What follows belongs to an exercise in optimizing a design on an open flow for small area; a production flow would make more cautious choices.
Where RTL was checked, it was by simulation tests only, not by an equivalence proof against the original.
The RTL of run 1 was laid out without a check of its function.
No activity file was given, so power comes from the tool's default toggle rates.

==> flow/design.v <==
module tpumac
 #(parameter BITS_AB=8,
   parameter BITS_C=16)
  (
   input clk, rst_n, WrEn, en,
   input signed [BITS_AB-1:0] Ain,
   input signed [BITS_AB-1:0] Bin,
   input signed [BITS_C-1:0] Cin,
   output reg signed [BITS_AB-1:0] Aout,
   output reg signed [BITS_AB-1:0] Bout,
   output reg signed [BITS_C-1:0] Cout
  );
  wire ld0, acc1, ag2, ag3, ag4, ag5, ag6, ag7, ag8, ag9, ldn10, mn11, mn12, mn13, mn14, mn15;
  wire mn16, mn17, mn18, mn19, mn20, mn21, mn22, mn23, mn24, mn25, mn26, pp27, pp28, pp29, pp30, pp31;
  wire pp32, pp33, pp34, pp35, pp36, pp37, pp38, pp39, pp40, pp41, pp42, pp43, pp44, pp45, pp46, pp47;
  wire pp48, pp49, pp50, pp51, pp52, pp53, pp54, pp55, pp56, pp57, pp58, pp59, pp60, pp61, pp62, pp63;
  wire pp64, pp65, pp66, pp67, pp68, pp69, pp70, pp71, pp72, pp73, pp74, pp75, pp76, pp77, pp78, pp79;
  wire pp80, pp81, pp82, pp83, pp84, pp85, pp86, pp87, pp88, pp89, pp90, pp91, s92, hc93, f94, f95;
  wire s96, hc97, f98, f99, f100, f101, s102, hc103, f104, f105, f106, f107, f108, f109, s110, hc111;
  wire f112, f113, f114, f115, f116, f117, f118, f119, s120, hc121, f122, f123, f124, f125, f126, f127;
  wire f128, f129, f130, f131, f132, f133, f134, f135, f136, f137, f138, f139, f140, f141, hs142, hc143;
  wire f144, f145, f146, f147, f148, f149, f150, f151, f152, f153, f154, f155, f156, f157, f158, f159;
  wire f160, f161, f162, f163, f164, f165, f166, f167, f168, f169, hs170, hc171, f172, f173, f174, f175;
  wire f176, f177, f178, f179, f180, f181, f182, f183, f184, f185, f186, f187, f188, f189, f190, f191;
  wire f192, f193, f194, f195, hs196, hc197, f198, f199, f200, f201, f202, f203, f204, f205, hs206, hc207;
  wire f208, f209, f210, f211, f212, f213, hs214, hc215, f216, f217, f218, f219, f220, f221, f222, f223;
  wire f224, f225, x226, x227, g228, p229, g230, p231, i232, g233, p234, i235, g236, p237, g238, p239;
  wire g240, p241, i242, i243, i244, G245, T246, T247, G248, T249, T250, G251, i252, G253, G254, i255;
  wire T256, i257, G258, T259, i261, G262, G263, G264, G265, G266, i267, G268, s270, s271, s272, s273;
  wire s274, s275, s276, s277, s278, s279;
  assign ld0 = en & WrEn;
  assign acc1 = ~WrEn & en;
  assign ag2 = Ain[0] & acc1;
  assign ag3 = Ain[1] & acc1;
  assign ag4 = Ain[2] & acc1;
  assign ag5 = Ain[3] & acc1;
  assign ag6 = Ain[4] & acc1;
  assign ag7 = Ain[5] & acc1;
  assign ag8 = Ain[6] & acc1;
  assign ag9 = Ain[7] & acc1;
  assign ldn10 = ~(en & WrEn);
  assign mn11 = ~((ld0 | Cout[0]) & (ldn10 | Cin[0]));
  assign mn12 = ~((ld0 | Cout[1]) & (ldn10 | Cin[1]));
  assign mn13 = ~((ld0 | Cout[2]) & (ldn10 | Cin[2]));
  assign mn14 = ~((ld0 | Cout[3]) & (ldn10 | Cin[3]));
  assign mn15 = ~((ld0 | Cout[4]) & (ldn10 | Cin[4]));
  assign mn16 = ~((ld0 | Cout[5]) & (ldn10 | Cin[5]));
  assign mn17 = ~((ld0 | Cout[6]) & (ldn10 | Cin[6]));
  assign mn18 = ~((ld0 | Cout[7]) & (ldn10 | Cin[7]));
  assign mn19 = ~((ld0 | Cout[8]) & (ldn10 | Cin[8]));
  assign mn20 = ~((ld0 | Cout[9]) & (ldn10 | Cin[9]));
  assign mn21 = ~((ld0 | Cout[10]) & (ldn10 | Cin[10]));
  assign mn22 = ~((ld0 | Cout[11]) & (ldn10 | Cin[11]));
  assign mn23 = ~((ld0 | Cout[12]) & (ldn10 | Cin[12]));
  assign mn24 = ~((ld0 | Cout[13]) & (ldn10 | Cin[13]));
  assign mn25 = ~((ld0 | Cout[14]) & (ldn10 | Cin[14]));
  assign mn26 = ~((ld0 | Cout[15]) & (ldn10 | Cin[15]));
  assign pp27 = ~(ag2 & Bin[0]);
  assign pp28 = ~(ag2 & Bin[1]);
  assign pp29 = ~(ag2 & Bin[2]);
  assign pp30 = ~(ag2 & Bin[3]);
  assign pp31 = ~(ag2 & Bin[4]);
  assign pp32 = ~(ag2 & Bin[5]);
  assign pp33 = ~(ag2 & Bin[6]);
  assign pp34 = ag2 & Bin[7];
  assign pp35 = ~(ag3 & Bin[0]);
  assign pp36 = ~(ag3 & Bin[1]);
  assign pp37 = ~(ag3 & Bin[2]);
  assign pp38 = ~(ag3 & Bin[3]);
  assign pp39 = ~(ag3 & Bin[4]);
  assign pp40 = ~(ag3 & Bin[5]);
  assign pp41 = ~(ag3 & Bin[6]);
  assign pp42 = ag3 & Bin[7];
  assign pp43 = ~(ag4 & Bin[0]);
  assign pp44 = ~(ag4 & Bin[1]);
  assign pp45 = ~(ag4 & Bin[2]);
  assign pp46 = ~(ag4 & Bin[3]);
  assign pp47 = ~(ag4 & Bin[4]);
  assign pp48 = ~(ag4 & Bin[5]);
  assign pp49 = ~(ag4 & Bin[6]);
  assign pp50 = ag4 & Bin[7];
  assign pp51 = ~(ag5 & Bin[0]);
  assign pp52 = ~(ag5 & Bin[1]);
  assign pp53 = ~(ag5 & Bin[2]);
  assign pp54 = ~(ag5 & Bin[3]);
  assign pp55 = ~(ag5 & Bin[4]);
  assign pp56 = ~(ag5 & Bin[5]);
  assign pp57 = ~(ag5 & Bin[6]);
  assign pp58 = ag5 & Bin[7];
  assign pp59 = ~(ag6 & Bin[0]);
  assign pp60 = ~(ag6 & Bin[1]);
  assign pp61 = ~(ag6 & Bin[2]);
  assign pp62 = ~(ag6 & Bin[3]);
  assign pp63 = ~(ag6 & Bin[4]);
  assign pp64 = ~(ag6 & Bin[5]);
  assign pp65 = ~(ag6 & Bin[6]);
  assign pp66 = ag6 & Bin[7];
  assign pp67 = ~(ag7 & Bin[0]);
  assign pp68 = ~(ag7 & Bin[1]);
  assign pp69 = ~(ag7 & Bin[2]);
  assign pp70 = ~(ag7 & Bin[3]);
  assign pp71 = ~(ag7 & Bin[4]);
  assign pp72 = ~(ag7 & Bin[5]);
  assign pp73 = ~(ag7 & Bin[6]);
  assign pp74 = ag7 & Bin[7];
  assign pp75 = ~(ag8 & Bin[0]);
  assign pp76 = ~(ag8 & Bin[1]);
  assign pp77 = ~(ag8 & Bin[2]);
  assign pp78 = ~(ag8 & Bin[3]);
  assign pp79 = ~(ag8 & Bin[4]);
  assign pp80 = ~(ag8 & Bin[5]);
  assign pp81 = ~(ag8 & Bin[6]);
  assign pp82 = ag8 & Bin[7];
  assign pp83 = ag9 & Bin[0];
  assign pp84 = ag9 & Bin[2];
  assign pp85 = ag9 & Bin[3];
  assign pp86 = ag9 & Bin[4];
  assign pp87 = ag9 & Bin[5];
  assign pp88 = ag9 & Bin[6];
  assign pp89 = ~(ag9 & Bin[7]);
  assign pp90 = ~(ag9 & Bin[1]);
  assign pp91 = ag9 & Bin[1];
  assign s92 = mn11 ^ pp27;
  assign hc93 = mn11 | pp27;
  assign f94 = mn12 ^ pp28 ^ pp35;
  assign f95 = (mn12 & pp28) | (mn12 & pp35) | (pp28 & pp35);
  assign s96 = hc93 ^ f94;
  assign hc97 = hc93 | f94;
  assign f98 = mn13 ^ pp29 ^ pp36;
  assign f99 = (mn13 & pp29) | (mn13 & pp36) | (pp29 & pp36);
  assign f100 = pp43 ^ f95 ^ f98;
  assign f101 = (pp43 & f95) | (pp43 & f98) | (f95 & f98);
  assign s102 = hc97 ^ f100;
  assign hc103 = hc97 | f100;
  assign f104 = mn14 ^ pp30 ^ pp37;
  assign f105 = (mn14 & pp30) | (mn14 & pp37) | (pp30 & pp37);
  assign f106 = pp44 ^ pp51 ^ f99;
  assign f107 = (pp44 & pp51) | (pp44 & f99) | (pp51 & f99);
  assign f108 = f104 ^ f101 ^ f106;
  assign f109 = (f104 & f101) | (f104 & f106) | (f101 & f106);
  assign s110 = hc103 ^ f108;
  assign hc111 = hc103 | f108;
  assign f112 = mn15 ^ pp31 ^ pp38;
  assign f113 = (mn15 & pp31) | (mn15 & pp38) | (pp31 & pp38);
  assign f114 = pp45 ^ pp52 ^ pp59;
  assign f115 = (pp45 & pp52) | (pp45 & pp59) | (pp52 & pp59);
  assign f116 = f105 ^ f112 ^ f114;
  assign f117 = (f105 & f112) | (f105 & f114) | (f112 & f114);
  assign f118 = f107 ^ f116 ^ f109;
  assign f119 = (f107 & f116) | (f107 & f109) | (f116 & f109);
  assign s120 = hc111 ^ f118;
  assign hc121 = hc111 | f118;
  assign f122 = mn16 ^ pp32 ^ pp39;
  assign f123 = (mn16 & pp32) | (mn16 & pp39) | (pp32 & pp39);
  assign f124 = pp46 ^ pp53 ^ pp60;
  assign f125 = (pp46 & pp53) | (pp46 & pp60) | (pp53 & pp60);
  assign f126 = pp67 ^ f113 ^ f115;
  assign f127 = (pp67 & f113) | (pp67 & f115) | (f113 & f115);
  assign f128 = f122 ^ f124 ^ f117;
  assign f129 = (f122 & f124) | (f122 & f117) | (f124 & f117);
  assign f130 = f126 ^ f128 ^ f119;
  assign f131 = (f126 & f128) | (f126 & f119) | (f128 & f119);
  assign f132 = mn17 ^ pp33 ^ pp40;
  assign f133 = (mn17 & pp33) | (mn17 & pp40) | (pp33 & pp40);
  assign f134 = pp47 ^ pp54 ^ pp61;
  assign f135 = (pp47 & pp54) | (pp47 & pp61) | (pp54 & pp61);
  assign f136 = pp68 ^ pp75 ^ f123;
  assign f137 = (pp68 & pp75) | (pp68 & f123) | (pp75 & f123);
  assign f138 = f125 ^ f132 ^ f134;
  assign f139 = (f125 & f132) | (f125 & f134) | (f132 & f134);
  assign f140 = f127 ^ f136 ^ f138;
  assign f141 = (f127 & f136) | (f127 & f138) | (f136 & f138);
  assign hs142 = ~(f129 ^ f140);
  assign hc143 = f129 | f140;
  assign f144 = mn18 ^ pp41 ^ pp48;
  assign f145 = (mn18 & pp41) | (mn18 & pp48) | (pp41 & pp48);
  assign f146 = pp55 ^ pp62 ^ pp69;
  assign f147 = (pp55 & pp62) | (pp55 & pp69) | (pp62 & pp69);
  assign f148 = pp76 ^ pp34 ^ pp83;
  assign f149 = (pp76 & pp34) | (pp76 & pp83) | (pp34 & pp83);
  assign f150 = f133 ^ f135 ^ f144;
  assign f151 = (f133 & f135) | (f133 & f144) | (f135 & f144);
  assign f152 = f146 ^ f148 ^ f137;
  assign f153 = (f146 & f148) | (f146 & f137) | (f148 & f137);
  assign f154 = f139 ^ f150 ^ f152;
  assign f155 = (f139 & f150) | (f139 & f152) | (f150 & f152);
  assign f156 = f141 ^ hc143 ^ f154;
  assign f157 = (f141 & hc143) | (f141 & f154) | (hc143 & f154);
  assign f158 = mn19 ^ pp49 ^ pp56;
  assign f159 = (mn19 & pp49) | (mn19 & pp56) | (pp49 & pp56);
  assign f160 = pp63 ^ pp70 ^ pp77;
  assign f161 = (pp63 & pp70) | (pp63 & pp77) | (pp70 & pp77);
  assign f162 = pp90 ^ pp42 ^ f145;
  assign f163 = (pp90 & pp42) | (pp90 & f145) | (pp42 & f145);
  assign f164 = f147 ^ f158 ^ f160;
  assign f165 = (f147 & f158) | (f147 & f160) | (f158 & f160);
  assign f166 = f149 ^ f151 ^ f162;
  assign f167 = (f149 & f151) | (f149 & f162) | (f151 & f162);
  assign f168 = f164 ^ f153 ^ f166;
  assign f169 = (f164 & f153) | (f164 & f166) | (f153 & f166);
  assign hs170 = ~(f155 ^ f168);
  assign hc171 = f155 | f168;
  assign f172 = mn20 ^ pp57 ^ pp64;
  assign f173 = (mn20 & pp57) | (mn20 & pp64) | (pp57 & pp64);
  assign f174 = pp71 ^ pp78 ^ pp50;
  assign f175 = (pp71 & pp78) | (pp71 & pp50) | (pp78 & pp50);
  assign f176 = pp84 ^ pp91 ^ f159;
  assign f177 = (pp84 & pp91) | (pp84 & f159) | (pp91 & f159);
  assign f178 = f161 ^ f172 ^ f174;
  assign f179 = (f161 & f172) | (f161 & f174) | (f172 & f174);
  assign f180 = f163 ^ f165 ^ f176;
  assign f181 = (f163 & f165) | (f163 & f176) | (f165 & f176);
  assign f182 = f178 ^ f167 ^ f180;
  assign f183 = (f178 & f167) | (f178 & f180) | (f167 & f180);
  assign f184 = f169 ^ f182 ^ hc171;
  assign f185 = (f169 & f182) | (f169 & hc171) | (f182 & hc171);
  assign f186 = mn21 ^ pp65 ^ pp72;
  assign f187 = (mn21 & pp65) | (mn21 & pp72) | (pp65 & pp72);
  assign f188 = pp79 ^ pp58 ^ pp85;
  assign f189 = (pp79 & pp58) | (pp79 & pp85) | (pp58 & pp85);
  assign f190 = f173 ^ f186 ^ f175;
  assign f191 = (f173 & f186) | (f173 & f175) | (f186 & f175);
  assign f192 = f188 ^ f177 ^ f190;
  assign f193 = (f188 & f177) | (f188 & f190) | (f177 & f190);
  assign f194 = f179 ^ f181 ^ f192;
  assign f195 = (f179 & f181) | (f179 & f192) | (f181 & f192);
  assign hs196 = ~(f183 ^ f194);
  assign hc197 = f183 | f194;
  assign f198 = mn22 ^ pp73 ^ pp80;
  assign f199 = (mn22 & pp73) | (mn22 & pp80) | (pp73 & pp80);
  assign f200 = pp66 ^ pp86 ^ f187;
  assign f201 = (pp66 & pp86) | (pp66 & f187) | (pp86 & f187);
  assign f202 = f198 ^ f189 ^ f200;
  assign f203 = (f198 & f189) | (f198 & f200) | (f189 & f200);
  assign f204 = f191 ^ f202 ^ f193;
  assign f205 = (f191 & f202) | (f191 & f193) | (f202 & f193);
  assign hs206 = ~(f195 ^ f204);
  assign hc207 = f195 | f204;
  assign f208 = mn23 ^ pp81 ^ pp74;
  assign f209 = (mn23 & pp81) | (mn23 & pp74) | (pp81 & pp74);
  assign f210 = pp87 ^ f199 ^ f208;
  assign f211 = (pp87 & f199) | (pp87 & f208) | (f199 & f208);
  assign f212 = f201 ^ f210 ^ f203;
  assign f213 = (f201 & f210) | (f201 & f203) | (f210 & f203);
  assign hs214 = ~(f212 ^ f205);
  assign hc215 = f212 | f205;
  assign f216 = mn24 ^ pp82 ^ pp88;
  assign f217 = (mn24 & pp82) | (mn24 & pp88) | (pp82 & pp88);
  assign f218 = f209 ^ f216 ^ f211;
  assign f219 = (f209 & f216) | (f209 & f211) | (f216 & f211);
  assign f220 = f218 ^ f213 ^ hc215;
  assign f221 = (f218 & f213) | (f218 & hc215) | (f213 & hc215);
  assign f222 = mn25 ^ pp89 ^ f217;
  assign f223 = (mn25 & pp89) | (mn25 & f217) | (pp89 & f217);
  assign f224 = f222 ^ f219 ^ f221;
  assign f225 = (f222 & f219) | (f222 & f221) | (f219 & f221);
  assign x226 = mn26 ^ f223;
  assign x227 = x226 ^ f225;
  assign g228 = ~(hc121 | f130);
  assign p229 = hc121 ^ f130;
  assign g230 = ~(hs142 | f131);
  assign p231 = hs142 ^ f131;
  assign i232 = ~f156;
  assign g233 = ~(hs170 | f157);
  assign p234 = hs170 ^ f157;
  assign i235 = ~f184;
  assign g236 = ~(hs196 | f185);
  assign p237 = hs196 ^ f185;
  assign g238 = ~(hs206 | hc197);
  assign p239 = hs206 ^ hc197;
  assign g240 = ~(hs214 | hc207);
  assign p241 = hs214 ^ hc207;
  assign i242 = ~f220;
  assign i243 = ~f224;
  assign i244 = ~x227;
  assign G245 = ~((p231 & g228) | g230);
  assign T246 = ~(p234 & i232);
  assign T247 = ~(p237 & i235);
  assign G248 = ~((p241 & g238) | g240);
  assign T249 = ~(p241 & p239);
  assign T250 = ~(f224 | f220);
  assign G251 = ~(f156 | G245);
  assign i252 = ~g233;
  assign G253 = ~((T246 | G245) & i252);
  assign G254 = ~((p239 & g236) | g238);
  assign i255 = ~T247;
  assign T256 = ~(p239 & i255);
  assign i257 = ~g236;
  assign G258 = ~((T249 | i257) & G248);
  assign T259 = ~(T249 | T247);
  assign i261 = ~G253;
  assign G262 = ~(f184 | i261);
  assign G263 = ~((i255 & G253) | g236);
  assign G264 = ~((T256 | i261) & G254);
  assign G265 = ~((T259 & G253) | G258);
  assign G266 = ~(f220 | G265);
  assign i267 = ~T250;
  assign G268 = ~(i267 | G265);
  assign s270 = p231 ^ g228;
  assign s271 = ~(i232 ^ G245);
  assign s272 = p234 ^ G251;
  assign s273 = i235 ^ G253;
  assign s274 = p237 ^ G262;
  assign s275 = ~(p239 ^ G263);
  assign s276 = p241 ^ G264;
  assign s277 = ~(i242 ^ G265);
  assign s278 = i243 ^ G266;
  assign s279 = ~(i244 ^ G268);
  always @(posedge clk, negedge rst_n) begin
    if (!rst_n) begin
      Aout <= '0;
      Bout <= '0;
      Cout <= '0;
    end else begin
      if (en) begin
        Aout <= Ain;
        Bout <= Bin;
      end
      Cout <= {s279, s278, s277, s276, s275, s274, s273, s272, s271, s270, p229, s120, s110, s102, s96, s92};
    end
  end
endmodule
==> flow/flow/run.sh <==
#!/bin/bash
# Own layout flow: the standard synthesis is run unchanged (it names the registers), then
# its combinational mapping is replaced by flow/netlist.v, the same circuit as rtl/tpumac.sv
# mapped cell for cell by gen/gen.py, after checking that both have the same registers (name
# and cell type). The rest is the standard layout, with the port buffers made of buf_1.
set -euo pipefail
R=orfs/results/${FLOW_PLATFORM}/tpumac/base
bash standard.sh synth > run_synth.log 2>&1
python3 flow/swap.py "$R/1_2_yosys.v" flow/netlist.v > run_swap.log 2>&1
rm -f "$R/1_synth.odb" "$R/1_synth.sdc"
export BUFFER_PORTS_ARGS="-buffer_cell sky130_fd_sc_hd__buf_1"
export CTS_ARGS="-sink_clustering_enable -repair_clock_nets -dont_use_dummy_load -root_buf sky130_fd_sc_hd__clkbuf_4 -buf_list {sky130_fd_sc_hd__clkbuf_4}"
bash standard.sh finish > run_finish.log 2>&1
==> flow/flow/swap.py <==
#!/usr/bin/env python3
"""swap.py STD_NETLIST NEW_NETLIST: check that NEW has exactly STD's registers (instance name and
cell type, drive strength aside) and the same ports, then write NEW over STD."""
import re, sys, shutil
std, new = sys.argv[1], sys.argv[2]
def regs(path):
    text = open(path).read()
    out = {}
    for m in re.finditer(r'(sky130_fd_sc_hd__(?:df|sdf|edf|dl|sedf)\w*?)_\d+\s+(\\\S+|\w+)\s*\(', text):
        out[m.group(2)] = m.group(1)
    ports = sorted(re.findall(r'^\s*(input|output)\s+(?:\[[^\]]*\]\s*)?([\w, ]+);', text, re.M))
    return out, text
rs, ts = regs(std)
rn, tn = regs(new)
print('standard synthesis registers:', len(rs))
print('netlist registers:', len(rn))
if rs != rn:
    for k in sorted(set(rs) | set(rn)):
        if rs.get(k) != rn.get(k):
            print('MISMATCH', k, rs.get(k), rn.get(k))
    sys.exit('register mismatch')
shutil.copyfile(new, std)
print('replaced', std)
==> flow/standard.sh <==
#!/bin/bash
# synth_recipe.tcl (not shown) runs the flow's synth.tcl, then flattens the netlist and writes it again
# the make line also repeats each setting of config.mk as NAME=value (left out here)
make -C /OpenROAD-flow-scripts/flow DESIGN_CONFIG=/design/flow/config.mk WORK_HOME=/design/flow/orfs CLKGATE_MAP_FILE= SYNTH_SCRIPT=/design/flow/synth_recipe.tcl "${@:-finish}"
==> flow/config.mk <==
export PLATFORM = sky130hd
export DESIGN_NAME = tpumac
export DESIGN_NICKNAME = tpumac
export VERILOG_FILES = /design/flow/design.v
export SDC_FILE = /design/flow/constraint.sdc
export NUM_CORES = 4
export LEC_CHECK = 0
export CAP_MARGIN = 20
export CORE_MARGIN = 2
export CORE_UTILIZATION = 75
export GPL_TIMING_DRIVEN = 0
export SETUP_SLACK_MARGIN = -0.1
export SLEW_MARGIN = 20
==> flow/constraint.sdc <==
create_clock -name core_clock -period 5.2 [get_ports {clk}]
set_input_delay 1.0400 -clock core_clock [delete_from_list [all_inputs] [get_ports {clk}]]
set_output_delay 1.0400 -clock core_clock [all_outputs]
set_load 0.01 [all_outputs]
Not shown: flow/flow/netlist.v
==> results_dict.tcl, run 1 <==
set metrics [dict create \
    status "no timing/DRC/antenna violations" \
    met2_length_um 3990 \
    final.setup_skew_ns 0.0247 \
    net_count_final 438 \
    io_pins 68 \
    route.antenna.remaining_nets 0 \
    io_buffers 66 \
    finalWorstSetupSlack_ns 0.0880 \
    flops_and_latches 32 \
    place.detailed.hpwl_um 5790 \
    power.share.sequential 0.219 \
    critical_path.most_common_cell "sky130_fd_sc_hd__fa_1" \
    p_per_area_nw_per_um2 516 \
    path_max_fanout 8 \
    first_global_vias 2626 \
    clkSlewWorstSetupHoldPaths_ns 0.11 \
    cts_inserted_buffers 5 \
    layout-area-overhead-vs-synth_pct 12.1 \
    num-multi-input-gates 227 \
    global_route.overflow_total 0 \
    path_class "input port to register" \
    slew_viol_final 0 \
    drt-wirelength-per-cell_um 19.1 \
    postSynthAreaPerCell_um2 11.0 \
    clkPwrFrac 0.074 \
    layout_common_cells "66 x sky130_fd_sc_hd__buf_1, 57 x sky130_fd_sc_hd__fa_1, 55 x sky130_fd_sc_hd__nand2_1" \
    worstPathCellList "buf_1 -> and2b_1 -> and2_2 -> nand2_1 -> fa_1 -> fa_1 -> fa_1 -> fa_1 -> fa_1 -> xor2_1 -> nand2_1 -> o21ai_2 -> a21oi_2 -> nor2_1 -> xor2_1" \
    grt.total_usage 0.384 \
    multiInputGateArea_um2 2150 \
    syn-num-nets 365 \
]
==> run 2: changes to the inputs <==
--- a/flow/design.v
+++ b/flow/design.v
@@ -26,6 +26,6 @@
   wire f208, f209, f210, f211, f212, f213, hs214, hc215, f216, f217, f218, f219, f220, f221, f222, f223;
-  wire f224, f225, x226, x227, g228, p229, g230, p231, i232, g233, p234, i235, g236, p237, g238, p239;
-  wire g240, p241, i242, i243, i244, G245, T246, T247, G248, T249, T250, G251, i252, G253, G254, i255;
-  wire T256, i257, G258, T259, i261, G262, G263, G264, G265, G266, i267, G268, s270, s271, s272, s273;
-  wire s274, s275, s276, s277, s278, s279;
+  wire f224, f225, x226, x227, g228, p229, g230, p231, g232, p233, g234, p235, g236, p237, g238, p239;
+  wire G240, i241, T242, i243, T244, G245, T246, T247, G248, i249, G250, G251, i252, T253, i254, G255;
+  wire T256, i259, G260, G261, G262, G263, G264, i265, G266, s268, s269, s270, s271, s272, s273, s274;
+  wire s275, s276, s277;
   assign ld0 = en & WrEn;
@@ -262,48 +262,45 @@
   assign p231 = hs142 ^ f131;
-  assign i232 = ~f156;
-  assign g233 = ~(hs170 | f157);
-  assign p234 = hs170 ^ f157;
-  assign i235 = ~f184;
-  assign g236 = ~(hs196 | f185);
-  assign p237 = hs196 ^ f185;
-  assign g238 = ~(hs206 | hc197);
-  assign p239 = hs206 ^ hc197;
-  assign g240 = ~(hs214 | hc207);
-  assign p241 = hs214 ^ hc207;
-  assign i242 = ~f220;
-  assign i243 = ~f224;
-  assign i244 = ~x227;
-  assign G245 = ~((p231 & g228) | g230);
-  assign T246 = ~(p234 & i232);
-  assign T247 = ~(p237 & i235);
-  assign G248 = ~((p241 & g238) | g240);
-  assign T249 = ~(p241 & p239);
-  assign T250 = ~(f224 | f220);
-  assign G251 = ~(f156 | G245);
-  assign i252 = ~g233;
-  assign G253 = ~((T246 | G245) & i252);
-  assign G254 = ~((p239 & g236) | g238);
-  assign i255 = ~T247;
-  assign T256 = ~(p239 & i255);
-  assign i257 = ~g236;
-  assign G258 = ~((T249 | i257) & G248);
-  assign T259 = ~(T249 | T247);
-  assign i261 = ~G253;
-  assign G262 = ~(f184 | i261);
-  assign G263 = ~((i255 & G253) | g236);
-  assign G264 = ~((T256 | i261) & G254);
-  assign G265 = ~((T259 & G253) | G258);
-  assign G266 = ~(f220 | G265);
-  assign i267 = ~T250;
-  assign G268 = ~(i267 | G265);
-  assign s270 = p231 ^ g228;
-  assign s271 = ~(i232 ^ G245);
-  assign s272 = p234 ^ G251;
-  assign s273 = i235 ^ G253;
-  assign s274 = p237 ^ G262;
-  assign s275 = ~(p239 ^ G263);
-  assign s276 = p241 ^ G264;
-  assign s277 = ~(i242 ^ G265);
-  assign s278 = i243 ^ G266;
-  assign s279 = ~(i244 ^ G268);
+  assign g232 = ~(hs170 | f157);
+  assign p233 = hs170 ^ f157;
+  assign g234 = ~(hs196 | f185);
+  assign p235 = hs196 ^ f185;
+  assign g236 = ~(hs206 | hc197);
+  assign p237 = hs206 ^ hc197;
+  assign g238 = ~(hs214 | hc207);
+  assign p239 = hs214 ^ hc207;
+  assign G240 = ~((p231 & g228) | g230);
+  assign i241 = ~f156;
+  assign T242 = ~(p233 & i241);
+  assign i243 = ~f184;
+  assign T244 = ~(p235 & i243);
+  assign G245 = ~((p239 & g236) | g238);
+  assign T246 = ~(p239 & p237);
+  assign T247 = ~(f224 | f220);
+  assign G248 = ~(f156 | G240);
+  assign i249 = ~g232;
+  assign G250 = ~((T242 | G240) & i249);
+  assign G251 = ~((p237 & g234) | g236);
+  assign i252 = ~T244;
+  assign T253 = ~(p237 & i252);
+  assign i254 = ~g234;
+  assign G255 = ~((T246 | i254) & G245);
+  assign T256 = ~(T246 | T244);
+  assign i259 = ~G250;
+  assign G260 = ~(f184 | i259);
+  assign G261 = ~((i252 & G250) | g234);
+  assign G262 = ~((T253 | i259) & G251);
+  assign G263 = ~((T256 & G250) | G255);
+  assign G264 = ~(f220 | G263);
+  assign i265 = ~T247;
+  assign G266 = ~(i265 | G263);
+  assign s268 = p231 ^ g228;
+  assign s269 = f156 ^ G240;
+  assign s270 = p233 ^ G248;
+  assign s271 = ~(f184 ^ G250);
+  assign s272 = p235 ^ G260;
+  assign s273 = ~(p237 ^ G261);
+  assign s274 = p239 ^ G262;
+  assign s275 = f220 ^ G263;
+  assign s276 = ~(f224 ^ G264);
+  assign s277 = x227 ^ G266;
   always @(posedge clk, negedge rst_n) begin
@@ -318,3 +315,3 @@
       end
-      Cout <= {s279, s278, s277, s276, s275, s274, s273, s272, s271, s270, p229, s120, s110, s102, s96, s92};
+      Cout <= {s277, s276, s275, s274, s273, s272, s271, s270, s269, s268, p229, s120, s110, s102, s96, s92};
     end
--- a/flow/flow/netlist.v
+++ b/flow/flow/netlist.v
@@ -23,6 +23,6 @@
   wire f208, f209, f210, f211, f212, f213, hs214, hc215, f216, f217, f218, f219, f220, f221, f222, f223;
-  wire f224, f225, x226, x227, g228, p229, g230, p231, i232, g233, p234, i235, g236, p237, g238, p239;
-  wire g240, p241, i242, i243, i244, G245, T246, T247, G248, T249, T250, G251, i252, G253, G254, i255;
-  wire T256, i257, G258, T259, i261, G262, G263, G264, G265, G266, i267, G268, s270, s271, s272, s273;
-  wire s274, s275, s276, s277, s278, s279;
+  wire f224, f225, x226, x227, g228, p229, g230, p231, g232, p233, g234, p235, g236, p237, g238, p239;
+  wire G240, i241, T242, i243, T244, G245, T246, T247, G248, i249, G250, G251, i252, T253, i254, G255;
+  wire T256, i259, G260, G261, G262, G263, G264, i265, G266, s268, s269, s270, s271, s272, s273, s274;
+  wire s275, s276, s277;
   sky130_fd_sc_hd__and2_2 u0 (.A(en), .B(WrEn), .X(ld0));
@@ -202,48 +202,45 @@
   sky130_fd_sc_hd__xor2_1 u174 (.A(hs142), .B(f131), .X(p231));
-  sky130_fd_sc_hd__inv_1 u175 (.A(f156), .Y(i232));
-  sky130_fd_sc_hd__nor2_1 u176 (.A(hs170), .B(f157), .Y(g233));
-  sky130_fd_sc_hd__xor2_1 u177 (.A(hs170), .B(f157), .X(p234));
-  sky130_fd_sc_hd__inv_1 u178 (.A(f184), .Y(i235));
-  sky130_fd_sc_hd__nor2_1 u179 (.A(hs196), .B(f185), .Y(g236));
-  sky130_fd_sc_hd__xor2_1 u180 (.A(hs196), .B(f185), .X(p237));
-  sky130_fd_sc_hd__nor2_1 u181 (.A(hs206), .B(hc197), .Y(g238));
-  sky130_fd_sc_hd__xor2_1 u182 (.A(hs206), .B(hc197), .X(p239));
-  sky130_fd_sc_hd__nor2_1 u183 (.A(hs214), .B(hc207), .Y(g240));
-  sky130_fd_sc_hd__xor2_1 u184 (.A(hs214), .B(hc207), .X(p241));
-  sky130_fd_sc_hd__inv_1 u185 (.A(f220), .Y(i242));
-  sky130_fd_sc_hd__inv_1 u186 (.A(f224), .Y(i243));
-  sky130_fd_sc_hd__inv_1 u187 (.A(x227), .Y(i244));
-  sky130_fd_sc_hd__a21oi_1 u188 (.A1(p231), .A2(g228), .B1(g230), .Y(G245));
-  sky130_fd_sc_hd__nand2_1 u189 (.A(p234), .B(i232), .Y(T246));
-  sky130_fd_sc_hd__nand2_1 u190 (.A(p237), .B(i235), .Y(T247));
-  sky130_fd_sc_hd__a21oi_1 u191 (.A1(p241), .A2(g238), .B1(g240), .Y(G248));
-  sky130_fd_sc_hd__nand2_1 u192 (.A(p241), .B(p239), .Y(T249));
-  sky130_fd_sc_hd__nor2_1 u193 (.A(f224), .B(f220), .Y(T250));
-  sky130_fd_sc_hd__nor2_1 u194 (.A(f156), .B(G245), .Y(G251));
-  sky130_fd_sc_hd__inv_1 u195 (.A(g233), .Y(i252));
-  sky130_fd_sc_hd__o21ai_1 u196 (.A1(T246), .A2(G245), .B1(i252), .Y(G253));
-  sky130_fd_sc_hd__a21oi_1 u197 (.A1(p239), .A2(g236), .B1(g238), .Y(G254));
-  sky130_fd_sc_hd__inv_1 u198 (.A(T247), .Y(i255));
-  sky130_fd_sc_hd__nand2_1 u199 (.A(p239), .B(i255), .Y(T256));
-  sky130_fd_sc_hd__inv_1 u200 (.A(g236), .Y(i257));
-  sky130_fd_sc_hd__o21ai_1 u201 (.A1(T249), .A2(i257), .B1(G248), .Y(G258));
-  sky130_fd_sc_hd__nor2_1 u202 (.A(T249), .B(T247), .Y(T259));
-  sky130_fd_sc_hd__inv_1 u203 (.A(G253), .Y(i261));
-  sky130_fd_sc_hd__nor2_1 u204 (.A(f184), .B(i261), .Y(G262));
-  sky130_fd_sc_hd__a21oi_1 u205 (.A1(i255), .A2(G253), .B1(g236), .Y(G263));
-  sky130_fd_sc_hd__o21ai_1 u206 (.A1(T256), .A2(i261), .B1(G254), .Y(G264));
-  sky130_fd_sc_hd__a21oi_1 u207 (.A1(T259), .A2(G253), .B1(G258), .Y(G265));
-  sky130_fd_sc_hd__nor2_1 u208 (.A(f220), .B(G265), .Y(G266));
-  sky130_fd_sc_hd__inv_1 u209 (.A(T250), .Y(i267));
-  sky130_fd_sc_hd__nor2_1 u210 (.A(i267), .B(G265), .Y(G268));
-  sky130_fd_sc_hd__xor2_1 u211 (.A(p231), .B(g228), .X(s270));
-  sky130_fd_sc_hd__xnor2_1 u212 (.A(i232), .B(G245), .Y(s271));
-  sky130_fd_sc_hd__xor2_1 u213 (.A(p234), .B(G251), .X(s272));
-  sky130_fd_sc_hd__xor2_1 u214 (.A(i235), .B(G253), .X(s273));
-  sky130_fd_sc_hd__xor2_1 u215 (.A(p237), .B(G262), .X(s274));
-  sky130_fd_sc_hd__xnor2_1 u216 (.A(p239), .B(G263), .Y(s275));
-  sky130_fd_sc_hd__xor2_1 u217 (.A(p241), .B(G264), .X(s276));
-  sky130_fd_sc_hd__xnor2_1 u218 (.A(i242), .B(G265), .Y(s277));
-  sky130_fd_sc_hd__xor2_1 u219 (.A(i243), .B(G266), .X(s278));
-  sky130_fd_sc_hd__xnor2_1 u220 (.A(i244), .B(G268), .Y(s279));
+  sky130_fd_sc_hd__nor2_1 u175 (.A(hs170), .B(f157), .Y(g232));
+  sky130_fd_sc_hd__xor2_1 u176 (.A(hs170), .B(f157), .X(p233));
+  sky130_fd_sc_hd__nor2_1 u177 (.A(hs196), .B(f185), .Y(g234));
+  sky130_fd_sc_hd__xor2_1 u178 (.A(hs196), .B(f185), .X(p235));
+  sky130_fd_sc_hd__nor2_1 u179 (.A(hs206), .B(hc197), .Y(g236));
+  sky130_fd_sc_hd__xor2_1 u180 (.A(hs206), .B(hc197), .X(p237));
+  sky130_fd_sc_hd__nor2_1 u181 (.A(hs214), .B(hc207), .Y(g238));
+  sky130_fd_sc_hd__xor2_1 u182 (.A(hs214), .B(hc207), .X(p239));
+  sky130_fd_sc_hd__a21oi_1 u183 (.A1(p231), .A2(g228), .B1(g230), .Y(G240));
+  sky130_fd_sc_hd__inv_1 u184 (.A(f156), .Y(i241));
+  sky130_fd_sc_hd__nand2_1 u185 (.A(p233), .B(i241), .Y(T242));
+  sky130_fd_sc_hd__inv_1 u186 (.A(f184), .Y(i243));
+  sky130_fd_sc_hd__nand2_1 u187 (.A(p235), .B(i243), .Y(T244));
+  sky130_fd_sc_hd__a21oi_1 u188 (.A1(p239), .A2(g236), .B1(g238), .Y(G245));
+  sky130_fd_sc_hd__nand2_1 u189 (.A(p239), .B(p237), .Y(T246));
+  sky130_fd_sc_hd__nor2_1 u190 (.A(f224), .B(f220), .Y(T247));
+  sky130_fd_sc_hd__nor2_1 u191 (.A(f156), .B(G240), .Y(G248));
+  sky130_fd_sc_hd__inv_1 u192 (.A(g232), .Y(i249));
+  sky130_fd_sc_hd__o21ai_1 u193 (.A1(T242), .A2(G240), .B1(i249), .Y(G250));
+  sky130_fd_sc_hd__a21oi_1 u194 (.A1(p237), .A2(g234), .B1(g236), .Y(G251));
+  sky130_fd_sc_hd__inv_1 u195 (.A(T244), .Y(i252));
+  sky130_fd_sc_hd__nand2_1 u196 (.A(p237), .B(i252), .Y(T253));
+  sky130_fd_sc_hd__inv_1 u197 (.A(g234), .Y(i254));
+  sky130_fd_sc_hd__o21ai_1 u198 (.A1(T246), .A2(i254), .B1(G245), .Y(G255));
+  sky130_fd_sc_hd__nor2_1 u199 (.A(T246), .B(T244), .Y(T256));
+  sky130_fd_sc_hd__inv_1 u200 (.A(G250), .Y(i259));
+  sky130_fd_sc_hd__nor2_1 u201 (.A(f184), .B(i259), .Y(G260));
+  sky130_fd_sc_hd__a21oi_1 u202 (.A1(i252), .A2(G250), .B1(g234), .Y(G261));
+  sky130_fd_sc_hd__o21ai_1 u203 (.A1(T253), .A2(i259), .B1(G251), .Y(G262));
+  sky130_fd_sc_hd__a21oi_1 u204 (.A1(T256), .A2(G250), .B1(G255), .Y(G263));
+  sky130_fd_sc_hd__nor2_1 u205 (.A(f220), .B(G263), .Y(G264));
+  sky130_fd_sc_hd__inv_1 u206 (.A(T247), .Y(i265));
+  sky130_fd_sc_hd__nor2_1 u207 (.A(i265), .B(G263), .Y(G266));
+  sky130_fd_sc_hd__xor2_1 u208 (.A(p231), .B(g228), .X(s268));
+  sky130_fd_sc_hd__xor2_1 u209 (.A(f156), .B(G240), .X(s269));
+  sky130_fd_sc_hd__xor2_1 u210 (.A(p233), .B(G248), .X(s270));
+  sky130_fd_sc_hd__xnor2_1 u211 (.A(f184), .B(G250), .Y(s271));
+  sky130_fd_sc_hd__xor2_1 u212 (.A(p235), .B(G260), .X(s272));
+  sky130_fd_sc_hd__xnor2_1 u213 (.A(p237), .B(G261), .Y(s273));
+  sky130_fd_sc_hd__xor2_1 u214 (.A(p239), .B(G262), .X(s274));
+  sky130_fd_sc_hd__xor2_1 u215 (.A(f220), .B(G263), .X(s275));
+  sky130_fd_sc_hd__xnor2_1 u216 (.A(f224), .B(G264), .Y(s276));
+  sky130_fd_sc_hd__xor2_1 u217 (.A(x227), .B(G266), .X(s277));
   wire rst_b;
@@ -255,48 +252,48 @@
   wire d_Aout_0;
-  sky130_fd_sc_hd__o22a_1 u221 (.A1(en_b), .A2(Aout[0]), .B1(en_n), .B2(Ain[0]), .X(d_Aout_0));
+  sky130_fd_sc_hd__o22a_1 u218 (.A1(en_b), .A2(Aout[0]), .B1(en_n), .B2(Ain[0]), .X(d_Aout_0));
   sky130_fd_sc_hd__dfrtp_1 \Aout[0]$_DFFE_PN0P_  (.CLK(clk), .D(d_Aout_0), .Q(Aout[0]), .RESET_B(rst_b));
   wire d_Aout_1;
-  sky130_fd_sc_hd__o22a_1 u222 (.A1(en_b), .A2(Aout[1]), .B1(en_n), .B2(Ain[1]), .X(d_Aout_1));
+  sky130_fd_sc_hd__o22a_1 u219 (.A1(en_b), .A2(Aout[1]), .B1(en_n), .B2(Ain[1]), .X(d_Aout_1));
   sky130_fd_sc_hd__dfrtp_1 \Aout[1]$_DFFE_PN0P_  (.CLK(clk), .D(d_Aout_1), .Q(Aout[1]), .RESET_B(rst_b));
   wire d_Aout_2;
-  sky130_fd_sc_hd__o22a_1 u223 (.A1(en_b), .A2(Aout[2]), .B1(en_n), .B2(Ain[2]), .X(d_Aout_2));
+  sky130_fd_sc_hd__o22a_1 u220 (.A1(en_b), .A2(Aout[2]), .B1(en_n), .B2(Ain[2]), .X(d_Aout_2));
   sky130_fd_sc_hd__dfrtp_1 \Aout[2]$_DFFE_PN0P_  (.CLK(clk), .D(d_Aout_2), .Q(Aout[2]), .RESET_B(rst_b));
   wire d_Aout_3;
-  sky130_fd_sc_hd__o22a_1 u224 (.A1(en_b), .A2(Aout[3]), .B1(en_n), .B2(Ain[3]), .X(d_Aout_3));
+  sky130_fd_sc_hd__o22a_1 u221 (.A1(en_b), .A2(Aout[3]), .B1(en_n), .B2(Ain[3]), .X(d_Aout_3));
   sky130_fd_sc_hd__dfrtp_1 \Aout[3]$_DFFE_PN0P_  (.CLK(clk), .D(d_Aout_3), .Q(Aout[3]), .RESET_B(rst_b));
   wire d_Aout_4;
-  sky130_fd_sc_hd__o22a_1 u225 (.A1(en_b), .A2(Aout[4]), .B1(en_n), .B2(Ain[4]), .X(d_Aout_4));
+  sky130_fd_sc_hd__o22a_1 u222 (.A1(en_b), .A2(Aout[4]), .B1(en_n), .B2(Ain[4]), .X(d_Aout_4));
   sky130_fd_sc_hd__dfrtp_1 \Aout[4]$_DFFE_PN0P_  (.CLK(clk), .D(d_Aout_4), .Q(Aout[4]), .RESET_B(rst_b));
   wire d_Aout_5;
-  sky130_fd_sc_hd__o22a_1 u226 (.A1(en_b), .A2(Aout[5]), .B1(en_n), .B2(Ain[5]), .X(d_Aout_5));
+  sky130_fd_sc_hd__o22a_1 u223 (.A1(en_b), .A2(Aout[5]), .B1(en_n), .B2(Ain[5]), .X(d_Aout_5));
   sky130_fd_sc_hd__dfrtp_1 \Aout[5]$_DFFE_PN0P_  (.CLK(clk), .D(d_Aout_5), .Q(Aout[5]), .RESET_B(rst_b));
   wire d_Aout_6;
-  sky130_fd_sc_hd__o22a_1 u227 (.A1(en_b), .A2(Aout[6]), .B1(en_n), .B2(Ain[6]), .X(d_Aout_6));
+  sky130_fd_sc_hd__o22a_1 u224 (.A1(en_b), .A2(Aout[6]), .B1(en_n), .B2(Ain[6]), .X(d_Aout_6));
   sky130_fd_sc_hd__dfrtp_1 \Aout[6]$_DFFE_PN0P_  (.CLK(clk), .D(d_Aout_6), .Q(Aout[6]), .RESET_B(rst_b));
   wire d_Aout_7;
-  sky130_fd_sc_hd__o22a_1 u228 (.A1(en_b), .A2(Aout[7]), .B1(en_n), .B2(Ain[7]), .X(d_Aout_7));
+  sky130_fd_sc_hd__o22a_1 u225 (.A1(en_b), .A2(Aout[7]), .B1(en_n), .B2(Ain[7]), .X(d_Aout_7));
   sky130_fd_sc_hd__dfrtp_1 \Aout[7]$_DFFE_PN0P_  (.CLK(clk), .D(d_Aout_7), .Q(Aout[7]), .RESET_B(rst_b));
   wire d_Bout_0;
-  sky130_fd_sc_hd__o22a_1 u229 (.A1(en_b), .A2(Bout[0]), .B1(en_n), .B2(Bin[0]), .X(d_Bout_0));
+  sky130_fd_sc_hd__o22a_1 u226 (.A1(en_b), .A2(Bout[0]), .B1(en_n), .B2(Bin[0]), .X(d_Bout_0));
   sky130_fd_sc_hd__dfrtp_1 \Bout[0]$_DFFE_PN0P_  (.CLK(clk), .D(d_Bout_0), .Q(Bout[0]), .RESET_B(rst_b));
   wire d_Bout_1;
-  sky130_fd_sc_hd__o22a_1 u230 (.A1(en_b), .A2(Bout[1]), .B1(en_n), .B2(Bin[1]), .X(d_Bout_1));
+  sky130_fd_sc_hd__o22a_1 u227 (.A1(en_b), .A2(Bout[1]), .B1(en_n), .B2(Bin[1]), .X(d_Bout_1));
   sky130_fd_sc_hd__dfrtp_1 \Bout[1]$_DFFE_PN0P_  (.CLK(clk), .D(d_Bout_1), .Q(Bout[1]), .RESET_B(rst_b));
   wire d_Bout_2;
-  sky130_fd_sc_hd__o22a_1 u231 (.A1(en_b), .A2(Bout[2]), .B1(en_n), .B2(Bin[2]), .X(d_Bout_2));
+  sky130_fd_sc_hd__o22a_1 u228 (.A1(en_b), .A2(Bout[2]), .B1(en_n), .B2(Bin[2]), .X(d_Bout_2));
   sky130_fd_sc_hd__dfrtp_1 \Bout[2]$_DFFE_PN0P_  (.CLK(clk), .D(d_Bout_2), .Q(Bout[2]), .RESET_B(rst_b));
   wire d_Bout_3;
-  sky130_fd_sc_hd__o22a_1 u232 (.A1(en_b), .A2(Bout[3]), .B1(en_n), .B2(Bin[3]), .X(d_Bout_3));
+  sky130_fd_sc_hd__o22a_1 u229 (.A1(en_b), .A2(Bout[3]), .B1(en_n), .B2(Bin[3]), .X(d_Bout_3));
   sky130_fd_sc_hd__dfrtp_1 \Bout[3]$_DFFE_PN0P_  (.CLK(clk), .D(d_Bout_3), .Q(Bout[3]), .RESET_B(rst_b));
   wire d_Bout_4;
-  sky130_fd_sc_hd__o22a_1 u233 (.A1(en_b), .A2(Bout[4]), .B1(en_n), .B2(Bin[4]), .X(d_Bout_4));
+  sky130_fd_sc_hd__o22a_1 u230 (.A1(en_b), .A2(Bout[4]), .B1(en_n), .B2(Bin[4]), .X(d_Bout_4));
   sky130_fd_sc_hd__dfrtp_1 \Bout[4]$_DFFE_PN0P_  (.CLK(clk), .D(d_Bout_4), .Q(Bout[4]), .RESET_B(rst_b));
   wire d_Bout_5;
-  sky130_fd_sc_hd__o22a_1 u234 (.A1(en_b), .A2(Bout[5]), .B1(en_n), .B2(Bin[5]), .X(d_Bout_5));
+  sky130_fd_sc_hd__o22a_1 u231 (.A1(en_b), .A2(Bout[5]), .B1(en_n), .B2(Bin[5]), .X(d_Bout_5));
   sky130_fd_sc_hd__dfrtp_1 \Bout[5]$_DFFE_PN0P_  (.CLK(clk), .D(d_Bout_5), .Q(Bout[5]), .RESET_B(rst_b));
   wire d_Bout_6;
-  sky130_fd_sc_hd__o22a_1 u235 (.A1(en_b), .A2(Bout[6]), .B1(en_n), .B2(Bin[6]), .X(d_Bout_6));
+  sky130_fd_sc_hd__o22a_1 u232 (.A1(en_b), .A2(Bout[6]), .B1(en_n), .B2(Bin[6]), .X(d_Bout_6));
   sky130_fd_sc_hd__dfrtp_1 \Bout[6]$_DFFE_PN0P_  (.CLK(clk), .D(d_Bout_6), .Q(Bout[6]), .RESET_B(rst_b));
   wire d_Bout_7;
-  sky130_fd_sc_hd__o22a_1 u236 (.A1(en_b), .A2(Bout[7]), .B1(en_n), .B2(Bin[7]), .X(d_Bout_7));
+  sky130_fd_sc_hd__o22a_1 u233 (.A1(en_b), .A2(Bout[7]), .B1(en_n), .B2(Bin[7]), .X(d_Bout_7));
   sky130_fd_sc_hd__dfrtp_1 \Bout[7]$_DFFE_PN0P_  (.CLK(clk), .D(d_Bout_7), .Q(Bout[7]), .RESET_B(rst_b));
@@ -308,12 +305,12 @@
   sky130_fd_sc_hd__dfrtp_1 \Cout[5]$_DFF_PN0_  (.CLK(clk), .D(p229), .Q(Cout[5]), .RESET_B(rst_b));
-  sky130_fd_sc_hd__dfrtp_1 \Cout[6]$_DFF_PN0_  (.CLK(clk), .D(s270), .Q(Cout[6]), .RESET_B(rst_b));
-  sky130_fd_sc_hd__dfrtp_1 \Cout[7]$_DFF_PN0_  (.CLK(clk), .D(s271), .Q(Cout[7]), .RESET_B(rst_b));
-  sky130_fd_sc_hd__dfrtp_1 \Cout[8]$_DFF_PN0_  (.CLK(clk), .D(s272), .Q(Cout[8]), .RESET_B(rst_b));
-  sky130_fd_sc_hd__dfrtp_1 \Cout[9]$_DFF_PN0_  (.CLK(clk), .D(s273), .Q(Cout[9]), .RESET_B(rst_b));
-  sky130_fd_sc_hd__dfrtp_1 \Cout[10]$_DFF_PN0_  (.CLK(clk), .D(s274), .Q(Cout[10]), .RESET_B(rst_b));
-  sky130_fd_sc_hd__dfrtp_1 \Cout[11]$_DFF_PN0_  (.CLK(clk), .D(s275), .Q(Cout[11]), .RESET_B(rst_b));
-  sky130_fd_sc_hd__dfrtp_1 \Cout[12]$_DFF_PN0_  (.CLK(clk), .D(s276), .Q(Cout[12]), .RESET_B(rst_b));
-  sky130_fd_sc_hd__dfrtp_1 \Cout[13]$_DFF_PN0_  (.CLK(clk), .D(s277), .Q(Cout[13]), .RESET_B(rst_b));
-  sky130_fd_sc_hd__dfrtp_1 \Cout[14]$_DFF_PN0_  (.CLK(clk), .D(s278), .Q(Cout[14]), .RESET_B(rst_b));
-  sky130_fd_sc_hd__dfrtp_1 \Cout[15]$_DFF_PN0_  (.CLK(clk), .D(s279), .Q(Cout[15]), .RESET_B(rst_b));
+  sky130_fd_sc_hd__dfrtp_1 \Cout[6]$_DFF_PN0_  (.CLK(clk), .D(s268), .Q(Cout[6]), .RESET_B(rst_b));
+  sky130_fd_sc_hd__dfrtp_1 \Cout[7]$_DFF_PN0_  (.CLK(clk), .D(s269), .Q(Cout[7]), .RESET_B(rst_b));
+  sky130_fd_sc_hd__dfrtp_1 \Cout[8]$_DFF_PN0_  (.CLK(clk), .D(s270), .Q(Cout[8]), .RESET_B(rst_b));
+  sky130_fd_sc_hd__dfrtp_1 \Cout[9]$_DFF_PN0_  (.CLK(clk), .D(s271), .Q(Cout[9]), .RESET_B(rst_b));
+  sky130_fd_sc_hd__dfrtp_1 \Cout[10]$_DFF_PN0_  (.CLK(clk), .D(s272), .Q(Cout[10]), .RESET_B(rst_b));
+  sky130_fd_sc_hd__dfrtp_1 \Cout[11]$_DFF_PN0_  (.CLK(clk), .D(s273), .Q(Cout[11]), .RESET_B(rst_b));
+  sky130_fd_sc_hd__dfrtp_1 \Cout[12]$_DFF_PN0_  (.CLK(clk), .D(s274), .Q(Cout[12]), .RESET_B(rst_b));
+  sky130_fd_sc_hd__dfrtp_1 \Cout[13]$_DFF_PN0_  (.CLK(clk), .D(s275), .Q(Cout[13]), .RESET_B(rst_b));
+  sky130_fd_sc_hd__dfrtp_1 \Cout[14]$_DFF_PN0_  (.CLK(clk), .D(s276), .Q(Cout[14]), .RESET_B(rst_b));
+  sky130_fd_sc_hd__dfrtp_1 \Cout[15]$_DFF_PN0_  (.CLK(clk), .D(s277), .Q(Cout[15]), .RESET_B(rst_b));
 endmodule
--- a/flow/config.mk
+++ b/flow/config.mk
@@ -10,3 +10,3 @@
 export CORE_UTILIZATION = 75
-export GPL_TIMING_DRIVEN = 0
+export GPL_TIMING_DRIVEN = 1
 export SETUP_SLACK_MARGIN = -0.1
==> run 2 against run 1 <==
Net effect: the flow now stops in global routing (5_1_grt); synthesized cell count down 1.1%; area after synthesis decreased by 0.38%.
==> results_dict.tcl, run 2 <==
set metrics [dict create \
    pin_count_of_the_biggest_net_entering_global_routing 33 \
    place.detailed.hpwl_um 7600 \
    io_pins 68 \
    postSynthAreaPerCell_um2 11.1 \
    post-place-cells 405 \
    synth.cell_area_um2 2980 \
    cts_post_setup_buffers_inserted 0 \
    cts_hold_buffers 0 \
    initial_core_util 0.795 \
    gp_congestion 0.912 \
    clock_tree.root_cell "sky130_fd_sc_hd__clkbuf_4" \
    last-stage-reached "global routing (5_1_grt)" \
    error_that_halted_the_flow "[ERROR GRT-0232] Routing congestion too high. Check the congestion heatmap in the GUI." \
    post_cts.resized_instances 2 \
    io_buffers 67 \
    max-clock-path-buffers 2 \
    ctsHtreeMaxLevel 2 \
    yosysWarnings 1 \
    die_w_um 67.0 \
    syn-instance-count 269 \
    worst-endpoint-pin-kind "register input" \
    fp-row-count 22 \
    syn-num-nets 362 \
    status "stopped before the end" \
    grt.total_usage 0.756 \
    cts_inserted_buffers 5 \
    crit_endpoint "Cout[12]$_DFF_PN0_/D" \
    global_route.overflow_total 42 \
    die_h_um 67.0 \
]
==> run 2: stage by stage <==
stage                     setup WS, ns  total power, mW  area (um^2)  setup TNS (ns)
after floorplan                  0.299             1.28         2980               0
after global placement        -0.00442             1.56         3450        -0.00442
after detailed placement        -0.402             1.72         3450           -2.29
after CTS                      -0.0635             1.89         3500         -0.0635
==> run 2: worst min path at each step <==
stage | from | endpoint | cells past startpoint
CTS | Aout[5] | Aout[5] | 1
detailed placement | Aout[0] | Aout[0] | 1
global placement | Aout[0] | Aout[0] | 1
floorplan | Aout[0] | Aout[0] | 1
==> run 2: power groups by stage <==
stage / Clock, mW / Sequential [mW] / Combinational (mW)
2_1_floorplan: 0 / 0.415 / 0.863
3_5_place_dp: 0 / 0.391 / 1.33
4_1_cts: 0.136 / 0.389 / 1.36
3_3_place_gp: 0 / 0.386 / 1.17
==> run 2: routing by layer <==
layer / GRT overflow / track usage
met1: 0 / 0.725
met2: 18 / 0.936
met3: 0 / 0.573
met4: 24 / 0.855
met5: 0 / 0.0556
==> run 3: changes to the inputs <==
--- a/flow/config.mk
+++ b/flow/config.mk
@@ -10,3 +10,3 @@
 export CORE_UTILIZATION = 75
-export GPL_TIMING_DRIVEN = 1
+export GPL_TIMING_DRIVEN = 0
 export SETUP_SLACK_MARGIN = -0.1
==> run 3 against run 2 <==
Net effect: now clean on timing, DRC and antenna; area after synthesis did not move; synthesized cell count did not move.
==> results_dict.tcl, run 3 <==
set metrics [dict create \
    worstPathCellList "buf_1 -> and2b_2 -> and2_2 -> nand2_1 -> fa_1 -> fa_1 -> fa_1 -> fa_1 -> or2_1 -> fa_1 -> xor2_1 -> nand2_1 -> inv_1 -> nand2_1 -> o21ai_1 -> xor2_1" \
    synth.cell_area_um2 2980 \
    max-clock-path-buffers 2 \
    cts_tree "done" \
    max_slew.worst_pin.slew_ns 0.727 \
    drtPass1Iterations 4 \
    drv_cap 0 \
    final_layout_size_suffix_gt1_frac 0.0559 \
    largest_reg_flops 16 \
    finalWorstSetupSlack_ns 0.104 \
    setup_viol 0 \
    global_route.overflow_total 0 \
    post_cts.resized_instances 0 \
    post-route-util 0.893 \
    initial_core_util 0.795 \
    cts_post_setup_buffers_inserted 0 \
    final.hold.worst_slack_ns 0.504 \
    clkSlewWorstSetupHoldPaths_ns 0.10 \
    syn-instance-count 269 \
    grt.total_usage 0.368 \
    layout.cells.most_common "sky130_fd_sc_hd__buf_1" \
    first_global_vias 2539 \
    fmax_mhz 196 \
    io_pins 68 \
    die_w_um 67.0 \
    io_buffers 66 \
    max-slew-margin-rel 0.515 \
    pin_count_of_the_biggest_net_entering_global_routing 33 \
    clock_sink_count 32 \
    floorplan.core_area_um2 3740 \
    vias_per_cell 6.18 \
    placement.setup.worst_slack_ns -0.417 \
    cpPeakStageDelay_ns 0.53 \
    multiInputGateArea_um2 2160 \
    path_class "input port to register" \
    cts_inserted_buffers 5 \
    status "no timing/DRC/antenna violations" \
    timing.critical_path.from_type "input port" \
    layout-area-overhead-vs-synth_pct 12.3 \
    syn-num-nets 362 \
    routed_wl_um 7330 \
    postSynthAreaPerCell_um2 11.1 \
    gp_congestion 0.837 \
    drt_iter0_markers 183 \
    critical_path.most_common_cell "sky130_fd_sc_hd__fa_1" \
    layout_common_cells "66 x sky130_fd_sc_hd__buf_1, 57 x sky130_fd_sc_hd__fa_1, 55 x sky130_fd_sc_hd__nand2_1" \
    ff_latch_area_um2 801 \
    cts_hold_buffers 0 \
    crit_required_ns 5.43 \
    p_per_area_nw_per_um2 510 \
    finalSetupTns_ns 0 \
    fp-row-count 22 \
    arrival_time_reported_for_the_critical_path_endpoint_ns 5.33 \
    slowest_stage "sky130_fd_sc_hd__fa_1" \
    leakage_nw 1.14 \
    drt-wirelength-per-cell_um 18.9 \
    timing.final.crit_share 0.980 \
    route.antenna.remaining_nets 0 \
    num_antenna_cells 0 \
    final_cell_count_without_fillers 388 \
    design_area_um2 3340 \
    ctsHtreeMaxLevel 2 \
    design.die.area_um2 4490 \
    yosysWarnings 1 \
    clock_tree.root_cell "sky130_fd_sc_hd__clkbuf_4" \
    drc 0 \
    final.setup_skew_ns 0.0229 \
    net_count_final 435 \
    vias 2398 \
    worstSkewPairLatency_ns 0.32 \
    post-place-cells 383 \
    grt_first_pass_wirelength_um 11800 \
    antenna_found_initial 0 \
    fillerInstances 185 \
    die_h_um 67.0 \
    top_regs "Cout x16, Aout x8, Bout x8" \
    placement.cell_area_um2 3290 \
    end_kind "register" \
    place.detailed.hpwl_um 5560 \
    regMostFlops "Cout" \
    timing.final.crit_period_ns 5.10 \
    worst_hold_path_class "register to register" \
    critPathTopFamily "adder cells" \
    hold_viol_final 0 \
    slew_viol_final 0 \
    path_max_fanout 8 \
    totalPowerFinal_mw 1.71 \
    ir_drop_v 0.000666 \
    crit_buf_inv 2 \
]
[run 3: layout make-up]
cell class / count / area share
Multi-Input combinational cell: 227 / 0.645
Sequential cell: 32 / 0.240
Timing Repair Buffer: 66 / 0.0741
Tap cell: 48 / 0.0180
Clock buffer: 5 / 0.0112
Inverter: 8 / 0.00898
Buffer: 2 / 0.00299
[run 3: worst reg2reg max path: cells and delay by family, from the launching register on]
kind | cells | cell delay [ns]
compound gates | 2 | 0.45
xor+xnor | 2 | 0.44
buf+inv | 1 | 0.10
fa+ha+maj | 5 | 2.25
flops | 1 | 0.38
simple gates | 3 | 0.44
[run 3: power breakdown]
group	internal, mW	leakage, nW	total [mW]	switching (mW)
logic	0.501	0.750	1.20	0.704
registers	0.339	0.363	0.379	0.0394
clock network	0.0452	0.0230	0.122	0.0773
total	0.885	1.14	1.71	0.820
[run 3: worst paths after layout]
| check | start | end | slack [ns] | cells past startpoint |
|---|---|---|---|---|
| min reg2reg | Aout[0] | Aout[0] | 0.50 | 1 |
| min in group asynchronous | rst_n | Cout[1] | 0.76 | 1 |
| max | en | Cout[12] | 0.10 | 16 |
| max in group asynchronous | rst_n | Bout[5] | 3.95 | 1 |
| min | Aout[0] | Aout[0] | 0.50 | 1 |
| max reg2reg | Cout[7] | Cout[12] | 1.07 | 13 |
[run 3: per-layer routing]
layer	GRT usage	vias up	part of all wire
li1	-	1015	-
met1	0.445	1200	0.34
met2	0.661	154	0.54
met3	0.0541	29	0.089
met4	0.143	0	0.032
met5	0	-	0

port drivers added, routing unchanged:
How much do the figures lean on ideal ports? The routed layouts below were timed once more, with nothing changed but the port constraints.
Step 1 sets driving cells, clkbuf_16 on the clock port and buf_2 on the other inputs (assumed; they add their load-dependent delay and slew).
Step 2 also shifts input and output timing later by t, the mid clock arrival at the registers, as if the neighbouring blocks saw the same clock.
Three values: ideal ports, drivers, drivers and shift; two values: the first two.
run | shift t [ns] | setup WS [ns] | worst setup path at the end
run 1 | 0.355 | 0.088 / 0.090 / -0.265 | input to register
run 3 | 0.338 | 0.104 / 0.109 / -0.229 | input to register
With both steps, setup timing fails in run 1 and run 3, where it was met with ideal ports. For run 1, which loses most, drivers alone change the setup slack by +0.002 ns; drivers and shift together by -0.353 ns.
